This design comes from an exercise in tuning for small area and a short achievable clock period on the open sky130 flow, not from production work.
RTL that was checked went through simulation tests only; none was proved equivalent to the original.
No functional check of the RTL was part of runs 1 and 2.

==> flow/design.v, too long to show whole: its modules and the start of the top module <==
// module half_adder: 9 lines
// module full_adder_one_bit: 12 lines
// module full_adder_four_bit: 13 lines
// module full_adder_sixteen_bit: 13 lines
// module full_adder_thirtytwo_bit: 12 lines
// module and_thirtytwo_bit: 12 lines
// module or_thirtytwo_bit: 12 lines
// module xor_thirtytwo_bit: 12 lines
// module multiplier: 7 lines
// module multiplier_core: 1734 lines
// module divider: 6876 lines
// module arithmetic_logic_unit: 26 lines
// module ALU_control: 9 lines
// module control: 23 lines
// module program_counter: 11 lines
// module register_files: 66 lines
// module sign_extension: 6 lines
// module shift_register_from_sign_extension: 6 lines
// module shift_register_from_instruction_memory: 6 lines
// module mux_2x1: 8 lines
// module and_gate: 7 lines
// module top_CPU_Design: 68 lines
module top_CPU_Design(
    output logic [31:0] topPCOut,
    input logic clk,
    input logic rst,
    input logic [31:0] instr,
    output logic [31:0] dmem_addr,
    output logic [31:0] dmem_wdata,
    output logic dmem_we,
    output logic dmem_re,
    input logic [31:0] dmem_rdata
    );
  // ...
==> flow/run.sh <==
#!/bin/bash
# synth_recipe.tcl (not shown) runs the flow's synth.tcl, then flattens the netlist and writes it again
# the make line also repeats each setting of config.mk as NAME=value (left out here)
make -C /OpenROAD-flow-scripts/flow DESIGN_CONFIG=/design/flow/config.mk WORK_HOME=/design/flow/orfs CLKGATE_MAP_FILE= SYNTH_SCRIPT=/design/flow/synth_recipe.tcl finish
==> flow/config.mk <==
export PLATFORM = sky130hd
export DESIGN_NAME = top_CPU_Design
export DESIGN_NICKNAME = top_CPU_Design
export VERILOG_FILES = /design/flow/design.v
export SDC_FILE = /design/flow/constraint.sdc
export NUM_CORES = 8
export LEC_CHECK = 0
export CAP_MARGIN = 20
export CORE_MARGIN = 2
export CORE_UTILIZATION = 55
export CTS_BUF_LIST = sky130_fd_sc_hd__clkbuf_4 sky130_fd_sc_hd__clkbuf_8
export SETUP_SLACK_MARGIN = 5
export SLEW_MARGIN = 20
==> flow/constraint.sdc <==
create_clock -name core_clock -period 360.0 [get_ports {clk}]
set_input_delay 72.0000 -clock core_clock [delete_from_list [all_inputs] [get_ports {clk}]]
set_output_delay 72.0000 -clock core_clock [all_outputs]
set_load 0.01 [all_outputs]
==> impl_results.md, run 1 <==
* Outcome: complete, no violations
* Number of non-clock inverters in the layout at 471
* Post-layout util at 0.616
* Final hold violation count at 0
* Number of routed nets with antenna violations at 0
* Cell Area, Placed at 96,300 um2
* Initial antenna violation count at 36
* Largest net degree at the start of global routing at 63
* GRT Total Usage at 0.513
* Final Non-Filler Cells at 11.2k
* # DRC at 0
* Post-synthesis compound-gate area fraction at 0.202
* GRT Residual Overflow at 0
* Count leader, synth: edfxtp_1
* Hold Crit Class: register to register
* Max layer used: met5
* Core box area at 163,000 um2
* Max reg flops at 992
* TritonCTS clock tree: done
* Multi-Input Combinational at 6,472
* Area of the multi-input gates at 54,100 um2
* Num rows at 148
* Top cells by count, synth: 992 x edfxtp_1, 671 x a22oi_1, 532 x xnor2_1
* Via density per instance at 7.66
* Signal buffers at 489
* Fin Clk Skew at 139 ps
* Post-synthesis mux area share at 0.0356
* Met2 Use GR at 0.724
* Synth Register Bits at 1,175
* Clock latency on the worst-skew pair at 1060 ps
* Pre-antenna DRT Iters at 17
* Global placement routability congestion at 1.10
* Minimum clock period at 153,690 ps
* Seq/total area at 0.336
* Synth area leaders: edfxtp_1 33%, fa_1 11%, ha_1 7.1%
* Final clock-cell share at 0.0404
==> run 2, diff against run 1 <==
==> flow/flow/run.sh (new file) <==
#!/bin/bash
# The standard layout, with two changes: the ports are buffered by buf_2
# cells (faster than the default delay buffers), and clock tree synthesis
# uses clkbuf_4/clkbuf_8 cells without dummy loads.
set -euo pipefail
export BUFFER_PORTS_ARGS="-buffer_cell sky130_fd_sc_hd__buf_2"
export CTS_ARGS="-sink_clustering_enable -repair_clock_nets -buf_list {sky130_fd_sc_hd__clkbuf_4 sky130_fd_sc_hd__clkbuf_8} -dont_use_dummy_load"
bash standard.sh > standard.log 2>&1
==> flow/standard.sh (new file) <==
#!/bin/bash
# synth_recipe.tcl (not shown) runs the flow's synth.tcl, then flattens the netlist and writes it again
# the make line also repeats each setting of config.mk as NAME=value (left out here)
make -C /OpenROAD-flow-scripts/flow DESIGN_CONFIG=/design/flow/config.mk WORK_HOME=/design/flow/orfs CLKGATE_MAP_FILE= SYNTH_SCRIPT=/design/flow/synth_recipe.tcl "${@:-finish}"
--- a/flow/config.mk
+++ b/flow/config.mk
@@ -10,3 +10,2 @@
 export CORE_UTILIZATION = 55
-export CTS_BUF_LIST = sky130_fd_sc_hd__clkbuf_4 sky130_fd_sc_hd__clkbuf_8
 export SETUP_SLACK_MARGIN = 5
removed: flow/run.sh
==> run 2 against run 1 <==
Effect of this change: still clean; critical path depth grew 2; non-clock buffer count grew 4; wire length grew 0.93%; cell count down 1.4%; sequential share of layout area is 0.77 points higher; global-route usage rose by 0.43 points; fmax increased by 0.63%; design area fell by 2.3%; hold slack got worse by 11 ps.
==> impl_results.md, run 2 <==
* Outcome: complete, no violations
* Hold path depth at 1
* Final setup violating endpoints at 0
* Initial antenna violation count at 32 (-11%)
* Final hold violation count at 0 (unchanged)
* Num rows at 148 (unchanged)
* Vias in the first global route at 81.5k
* Most flop-heavy register: u2.g.data
* Delay-heaviest family, CP: compound AO/OA/AOI/OAI gates
* Slew @ Worst Pin at 1370 ps
* Max-slew headroom at 0.0867
* Setup TNS at 0 ps
* Die area at 168,000 um2
* TritonCTS clock tree: done
* Global placement routability congestion at 1.10 (-0.44%)
* Slowest CP cell: a211oi_1
* Routed wire length per instance at 40.5 um
* Minimum clock period at 152,730 ps (-961 ps)
* Hold Crit Class: register to register
* Initial Util at 0.555
* Crit-path max cell delay at 1130 ps
* Max reg flops at 992 (unchanged)
* FILL cells at 13.5k
* Reg-to-Reg End: u14.u1.s_R[12]
* Initial drt markers at 16.8k
* Yosys top cell by area: edfxtp_1
* Main synth FF type: edfxtp_1
* Most common cell after layout, fill and taps aside: edfxtp_1
* Post CTS Setup Buffer Count at 0
* Critical path buffers and inverters at 5
* Hold Path Sink: u2.g_reg[5].v
* Die span in x at 410 um
* Nets at 9,865
* Async S/R FF share, synth at 0.0528
* Unrepaired setup endpoints after global routing: no
* Mapped cell area at 90,600 um2
* Max Slew Vio Count at 0
* # DRC at 0 (unchanged)
* Top cells by count, synth: 992 x edfxtp_1, 671 x a22oi_1, 532 x xnor2_1
* Hold WS at 459 ps
* Largest net degree at the start of global routing at 58 (-7.9%)
* Worst Path Class, Setup: input port to primary output
* DIE HEIGHT at 410 um
* DP HPWL at 302,000 um
* Synth area leaders: edfxtp_1 33%, fa_1 11%, ha_1 7.1%
* Endpoint type of the worst setup path: primary output
* Largest regs: u2.g.data x992, u14.u1.s_b x32, u2.pend_data x32
* Crit Path Max Fanout at 26
* Seq/Total Area, Yosys at 0.373
* Synth Register Bits at 1,175 (unchanged)
* CP Data Arrival Time at 80,730 ps
* I/O pins at 164
* Via density per instance at 7.73 (+0.94%)
* Final wirelength at 445,000 um
* Max-capacitance violation count at 0
* Core box area at 163,000 um2 (unchanged)
* First-pass GRT wire length at 614,000 um
* Total number of vias at 85.0k
* Hold-fix buffers, CTS at 0
* Min-delay src: u2.g_reg[5].v
* GRT Total Usage at 0.517 (+0.00425)
* Layout area overhead at 8.47%
* Port Buffers at 161
* Most frequent CP cell: o21ai_0
* Register area at 33,800 um2
* Clk slew on worst S/H paths at 50 ps
* Final period utilization at 0.424
* H-tree depth at 4
* Pre-antenna DRT Iters at 14 (-3)
* CTS Sinks at 1,175
* Reg2reg setup slack at 230,630 ps
* Number of routed nets with antenna violations at 0 (unchanged)
* Commonest cells after routing, fill and taps aside: 992 x edfxtp_1, 671 x a22oi_1, 531 x xnor2_1
* CTS Buf Count at 192
* R2R depth at 400
* Bufs on Longest Clock Path at 3
* Share of layout cells above drive strength 1 at 0.131
* Fmax at 0.00655 GHz
* EDFF count, synth at 992
* CP Launch Type: input port
* CTS resizes at 0
* RR Startpoint: u14.u1.s_b[1]
* Clk root buf: clkbuf_8
* Warnings from Yosys at 5
* GRT Residual Overflow at 0 (unchanged)
* CP required at 288,000 ps
* Mapped Cells at 8,644
* Area of the multi-input gates at 54,000 um2 (about the same)
* Syn_area_per_cell at 10.5 um2
* Fin Clk Skew at 133 ps (-6.19 ps)
* Count leader, synth: edfxtp_1
* Clock latency on the worst-skew pair at 1030 ps (-30 ps)
* Share of the synthesized area in the top cell type at 0.329
* Netlist cell types at 116
run 2: cell counts after synthesis:
No cell type changed its count.
run 2: worst max-delay path by stage:
stage,slack (ps),cells after the start,end,start
finish,207270,34,dmem_addr[30],instr[17]
global route,207100,31,dmem_addr[30],instr[17]
CTS,207780,34,dmem_addr[30],instr[17]
detailed placement,207830,34,dmem_addr[30],instr[17]
global placement,207950,35,dmem_addr[30],instr[17]
floorplan,208980,35,dmem_addr[30],instr[18]
run 2: layer usage:
layer | global-route usage | routed length, um | vias to the layer above
li1 | - | - | 33075
met1 | 0.607 | 148000 | 40977
met2 | 0.734 | 179000 | 8207
met3 | 0.246 | 72600 | 2726
met4 | 0.379 | 44300 | 36
met5 | 0.0198 | 738 | -
run 2: cells by family (layout without fill, tap and decap cells):
kind of cell | Yosys count | count (layout) | synth area share
simple gates | 1987 | 1987 | 0.108
xor+xnor | 641 | 641 | 0.0620
fa+ha+maj | 994 | 994 | 0.177
buf+inv | 998 | 1156 | 0.0426
compound gates | 2548 | 2548 | 0.202
flops | 1175 | 1175 | 0.373
other cells | 1 | 22 | 0.0000414
mux | 300 | 300 | 0.0356
run 2: final cells by class:
cell class,count,area share
antenna,20,0.000509
clock buffer,192,0.0269
inverter,471,0.0180
multi-input combinational,6472,0.550
sequential,1175,0.344
tap,2175,0.0277
timing repair buffer,493,0.0336
run 2: stage by stage:
step                utilization  worst slack, ps  cells  area [um2]
floorplan                     -           208980   8645       90600
global route              0.602           207100  10981       98200
global placement          0.586           207950  10783       95500
finish                    0.602           207270  10998       98300
detailed placement        0.586           207830  10783       95500
CTS                       0.602           207780  10975       98200
==> module arithmetic_logic_unit, before the edit <==
module arithmetic_logic_unit(
    output logic [31:0] aluResult,
    output logic [31:0] sumOut,
    output logic [31:0] divResult,
    input logic clk,
    input logic [31:0] opA,
    input logic [31:0] opB,
    input logic [31:0] regB,
    input logic sub,
    input logic selMul,
    input logic selAnd,
    input logic selOr,
    input logic selXor
    );
    logic [31:0] outMult;
    assign sumOut = opA + (opB ^ {32{sub}}) + {31'd0, sub};
    divider u1(.result(divResult), .clk(clk), .divisorIn(regB), .dividendIn(opA));
    multiplier u2(.outMult(outMult), .inpMultA(opA), .inpMultB(regB));
    always_comb begin
        if (selMul) aluResult = outMult;
        else if (selAnd) aluResult = opA & regB;
        else if (selOr) aluResult = opA | regB;
        else if (selXor) aluResult = opA ^ regB;
        else aluResult = sumOut;
    end
endmodule
==> run 3, diff against run 2 <==
--- a/flow/design.v
+++ b/flow/design.v
@@ -8736,3 +8736,3 @@
     logic [31:0] outMult;
-    assign sumOut = opA + (opB ^ {32{sub}}) + {31'd0, sub};
+    alu_adder u0(.sum(sumOut), .a(opA), .b(opB ^ {32{sub}}), .cin(sub));
     divider u1(.result(divResult), .clk(clk), .divisorIn(regB), .dividendIn(opA));
@@ -8747,2 +8747,28 @@
 endmodule
+module alu_adder(
+    output logic [31:0] sum,
+    input logic [31:0] a,
+    input logic [31:0] b,
+    input logic cin
+    );
+    logic [31:0] g [0:5];
+    logic [31:0] p [0:5];
+    logic [31:0] p0;
+    assign p0 = a ^ b;
+    assign g[0] = {a[31:1] & b[31:1], (a[0] & b[0]) | (cin & p0[0])};
+    assign p[0] = p0;
+    for (genvar l = 0; l < 5; l++) begin : g_lvl
+        for (genvar i = 0; i < 32; i++) begin : g_bit
+            if (((i >> l) & 1) == 1) begin : g_node
+                localparam int J = ((i >> l) << l) - 1;
+                assign g[l+1][i] = g[l][i] | (p[l][i] & g[l][J]);
+                assign p[l+1][i] = p[l][i] & p[l][J];
+            end else begin : g_pass
+                assign g[l+1][i] = g[l][i];
+                assign p[l+1][i] = p[l][i];
+            end
+        end
+    end
+    assign sum = p0 ^ {g[5][30:0], cin};
+endmodule
 `timescale 1ns / 1ps
==> flow/flow/run.sh (replaced) <==
#!/bin/bash
# The standard layout (standard.sh, the standard flow's own flow and synthesis), with
# two changes: the ports are buffered by buf_2 cells instead of the default
# delay buffers, and clock tree synthesis clusters up to 22 flip-flops per
# clkbuf_16 leaf buffer without dummy loads. ORFS writes each tool's log
# under orfs/logs; standard.log holds make's own output.
set -euo pipefail
export BUFFER_PORTS_ARGS="-buffer_cell sky130_fd_sc_hd__buf_2"
export CTS_ARGS="-sink_clustering_enable -repair_clock_nets -sink_clustering_size 22 -sink_clustering_max_diameter 70 -buf_list sky130_fd_sc_hd__clkbuf_16 -dont_use_dummy_load"
bash standard.sh > standard.log 2>&1
--- a/flow/config.mk
+++ b/flow/config.mk
@@ -9,3 +9,3 @@
 export CORE_MARGIN = 2
-export CORE_UTILIZATION = 55
+export CORE_UTILIZATION = 40
 export SETUP_SLACK_MARGIN = 5
==> run 3 against run 2 <==
Effect of this change: flip-flop and latch count is the same; non-clock buffer count grew 29; first-iteration DRC count shrank 11%.
==> impl_results.md, run 3 <==
* Outcome: complete, no violations
* Endpoint type of the worst setup path: primary output
* Slowest CP cell: nor4_1
* Clk slew on worst S/H paths at 60 ps (about the same)
* Final wirelength at 468,000 um (+5.1%)
* DP HPWL at 323,000 um (+7.0%)
* Crit-path max cell delay at 1090 ps (-40 ps)
* Most frequent CP cell: a21o_1
* Layout area overhead at 9.40%
* Fin Clk Skew at 119 ps (-13.7 ps)
* Die span in x at 481 um (+17%)
* Netlist cell types at 112 (-3.4%)
* Worst Path Class, Setup: input port to primary output
* CP Launch Type: input port
* Main synth FF type: edfxtp_1
* Place WS at 208,000 ps (+175 ps)
* Number of routed nets with antenna violations at 0 (unchanged)
* Synth Register Bits at 1,175 (unchanged)
* Initial Util at 0.401 (-0.154)
* Bufs on Longest Clock Path at 3 (unchanged)
* Max-slew headroom at 0.135 (+0.0487)
* Final setup violating endpoints at 0 (unchanged)
* Finished layout cell area at 99,600 um2 (+1.4%)
* Via density per instance at 7.02 (-9.2%)
* Mapped Cells at 8,767 (+1.4%)
* H-tree depth at 3 (-1)
* I/O pins at 164 (unchanged)
* Commonest cells after routing, fill and taps aside: 992 x edfxtp_1, 660 x a22oi_1, 556 x nand2_1
* DIE HEIGHT at 481 um (+17%)
* Die area at 232,000 um2 (+38%)
* Routed wire length per instance at 39.4 um (-2.6%)
* CTS Buf Count at 90 (-53%)
* Setup slack after layout at 207,460 ps (+191 ps)
* Global placement routability congestion at 1.03 (-6.2%)
* Crit Path Max Fanout at 19 (-27%)
* Mapped cell area at 91,100 um2 (+0.51%)
* Nets at 9,907 (+0.43%)
* Max-capacitance violation count at 0 (unchanged)
* Vias in the first global route at 79.8k (-2.0%)
* # DRC at 0 (unchanged)
* Max Slew Vio Count at 0 (unchanged)
* Total number of vias at 83.3k (-2.1%)
* Warnings from Yosys at 8 (+3)
* CP required at 288,000 ps (about the same)
* GRT Residual Overflow at 0 (unchanged)
* Synth area leaders: edfxtp_1 33%, fa_1 11%, ha_1 7.1%
* Seq/Total Area, Yosys at 0.371 (-0.00188)
* Async S/R FF share, synth at 0.0528 (unchanged)
* Final period utilization at 0.424 (-0.000531)
* Count leader, synth: edfxtp_1
* First-pass GRT wire length at 640,000 um (+4.1%)
* Slew @ Worst Pin at 1290 ps (-84.9 ps)
* Initial antenna violation count at 35 (+9.4%)
* Final hold violation count at 0 (unchanged)
* EDFF count, synth at 992 (unchanged)
* Largest regs: u2.g.data x992, u14.u1.s_b x32, u2.pend_data x32
* FILL cells at 21.5k (+59%)
* Pre-antenna DRT Iters at 13 (-1)
* Top cells by count, synth: 992 x edfxtp_1, 660 x a22oi_1, 560 x nand2_1
* Minimum clock period at 152,540 ps (-191 ps)
* Critical path buffers and inverters at 5 (unchanged)
* TritonCTS clock tree: done
* Yosys top cell by area: edfxtp_1
* Most common cell after layout, fill and taps aside: edfxtp_1
* CP Data Arrival Time at 80,540 ps (-190 ps)
* Delay-heaviest family, CP: compound AO/OA/AOI/OAI gates
* Share of layout cells above drive strength 1 at 0.119 (-0.0121)
* Clock latency on the worst-skew pair at 790 ps (-240 ps)
* CTS Sinks at 1,175 (unchanged)
* Num rows at 175 (+18%)
* Hold-fix buffers, CTS at 0 (unchanged)
* GRT Total Usage at 0.393 (-0.124)
* Largest net degree at the start of global routing at 63 (+8.6%)
* Max reg flops at 992 (unchanged)
* Syn_area_per_cell at 10.4 um2 (-0.90%)
* Port Buffers at 161 (unchanged)
* Hold Crit Class: register to register
* Cell Area, Placed at 97,200 um2 (+1.8%)
* CTS resizes at 0 (unchanged)
* Fmax at 0.00656 GHz (+0.13%)
* Core box area at 227,000 um2 (+39%)
* Most flop-heavy register: u2.g.data
* Unrepaired setup endpoints after global routing: no
* Clk root buf: clkbuf_16
* Initial drt markers at 15.0k (-11%)
* Setup TNS at 0 ps (unchanged)
* Share of the synthesized area in the top cell type at 0.327 (-0.00166)
* Post CTS Setup Buffer Count at 0 (unchanged)
-- run 3: cell types whose count changed in the layout (fill, tap and decap cells not counted), moves of 20 or more --
cell / previous run / this run
a222oi_1: 59 / 91
buf_4: 329 / 359
clkbuf_16: 0 / 90
clkbuf_8: 192 / 0
nand2_1: 521 / 556
nand3_1: 167 / 187
nand4_1: 188 / 162
nor2_1: 461 / 490
nor3_1: 120 / 158
o22ai_1: 96 / 70
xnor2_1: 531 / 501
-- run 3: final cells by class --
type | instances | area, um2 | area share
multi-input combinational | 6584 | 54500 | 0.547
inverter | 471 | 1770 | 0.0178
tap | 3009 | 3760 | 0.0378
antenna | 13 | 32.5 | 0.000326
timing repair buffer | 522 | 3530 | 0.0354
sequential | 1175 | 33800 | 0.339
clock buffer | 90 | 2250 | 0.0226
-- run 3: per-stage QoR --
stage               std cells  hold WS (ps)   util
floorplan                8768           432      -
global placement        11760           450  0.429
detailed placement      11760           453  0.429
CTS                     11850           471  0.439
global route            11854           477  0.439
finish                  11864           471  0.439
-- run 3: final timing paths --
kind / to / cells past startpoint / start / slack [ps]
max in group asynchronous: u2.g_reg[29].v / 3 / rst / 287800
min in group asynchronous: u2.g_reg[4].v / 3 / rst / 71520
min reg2reg: u2.g_reg[12].v / 1 / u2.g_reg[12].v / 470
min: u2.g_reg[12].v / 1 / u2.g_reg[12].v / 470
max reg2reg: u14.u1.s_R[16] / 403 / u14.u1.s_b[2] / 229280
max: dmem_addr[25] / 29 / instr[16] / 207460
-- run 3: cell families after synthesis --
| logic type | count (synthesis) | synth area share |
|---|---|---|
| AO/OA/AOI/OAI | 2558 | 0.203 |
| XOR/XNOR | 633 | 0.0609 |
| adder cells (fa/ha/maj) | 997 | 0.177 |
| buffers and inverters | 1009 | 0.0424 |
| flip-flops | 1175 | 0.371 |
| multiplexers | 275 | 0.0326 |
| other | 1 | 0.0000412 |
| AND/OR/NAND/NOR | 2119 | 0.114 |
-- run 3: per-layer routing --
layer | vias to the layer above | global-route usage | routed length [um]
met3 | 2130 | 0.139 | 60900
met5 | - | 0.00186 | 209
met2 | 6744 | 0.582 | 197000
met1 | 41069 | 0.476 | 168000
met4 | 30 | 0.274 | 42000
li1 | 33305 | - | -

[afterwards: timing with drivers on the ports]
The results above use ideal ports. As a check the final layouts listed here were re-extracted and re-timed, cells and wires unchanged. Step 1 (the two cells are an assumption about what drives the block):
set clk [get_ports {clk}]
set_driving_cell -lib_cell sky130_fd_sc_hd__clkbuf_16 $clk
set_driving_cell -lib_cell sky130_fd_sc_hd__buf_2 [delete_from_list [all_inputs] $clk]
Step 2, shift: input delay + t, output delay - t, t = (earliest + latest rising clock arrival at the registers) / 2. This alone moves slack from input paths to output paths. Three values: ideal, step 1, step 2; two values: the first two.
run	shift t [ns]	setup WS [ns]	hold WS [ns]	latest minus earliest clock arrival (ns)	worst slew at a driven data input, ns
run 1	1.077	206.310 / 206.254 / 206.254	0.470 / 0.470 / 0.470	0.139 / 0.140	0.06
run 2	1.041	207.271 / 207.250 / 207.250	0.459 / 0.459 / 0.459	0.156 / 0.156	0.18
run 3	0.814	207.462 / 207.438 / 207.438	0.471 / 0.471 / 0.471	0.119 / 0.120	0.06
After both steps setup and hold are still met in every run listed. For run 1, which loses most, drivers alone change the setup slack by -0.056 ns; drivers and shift together by -0.056 ns.
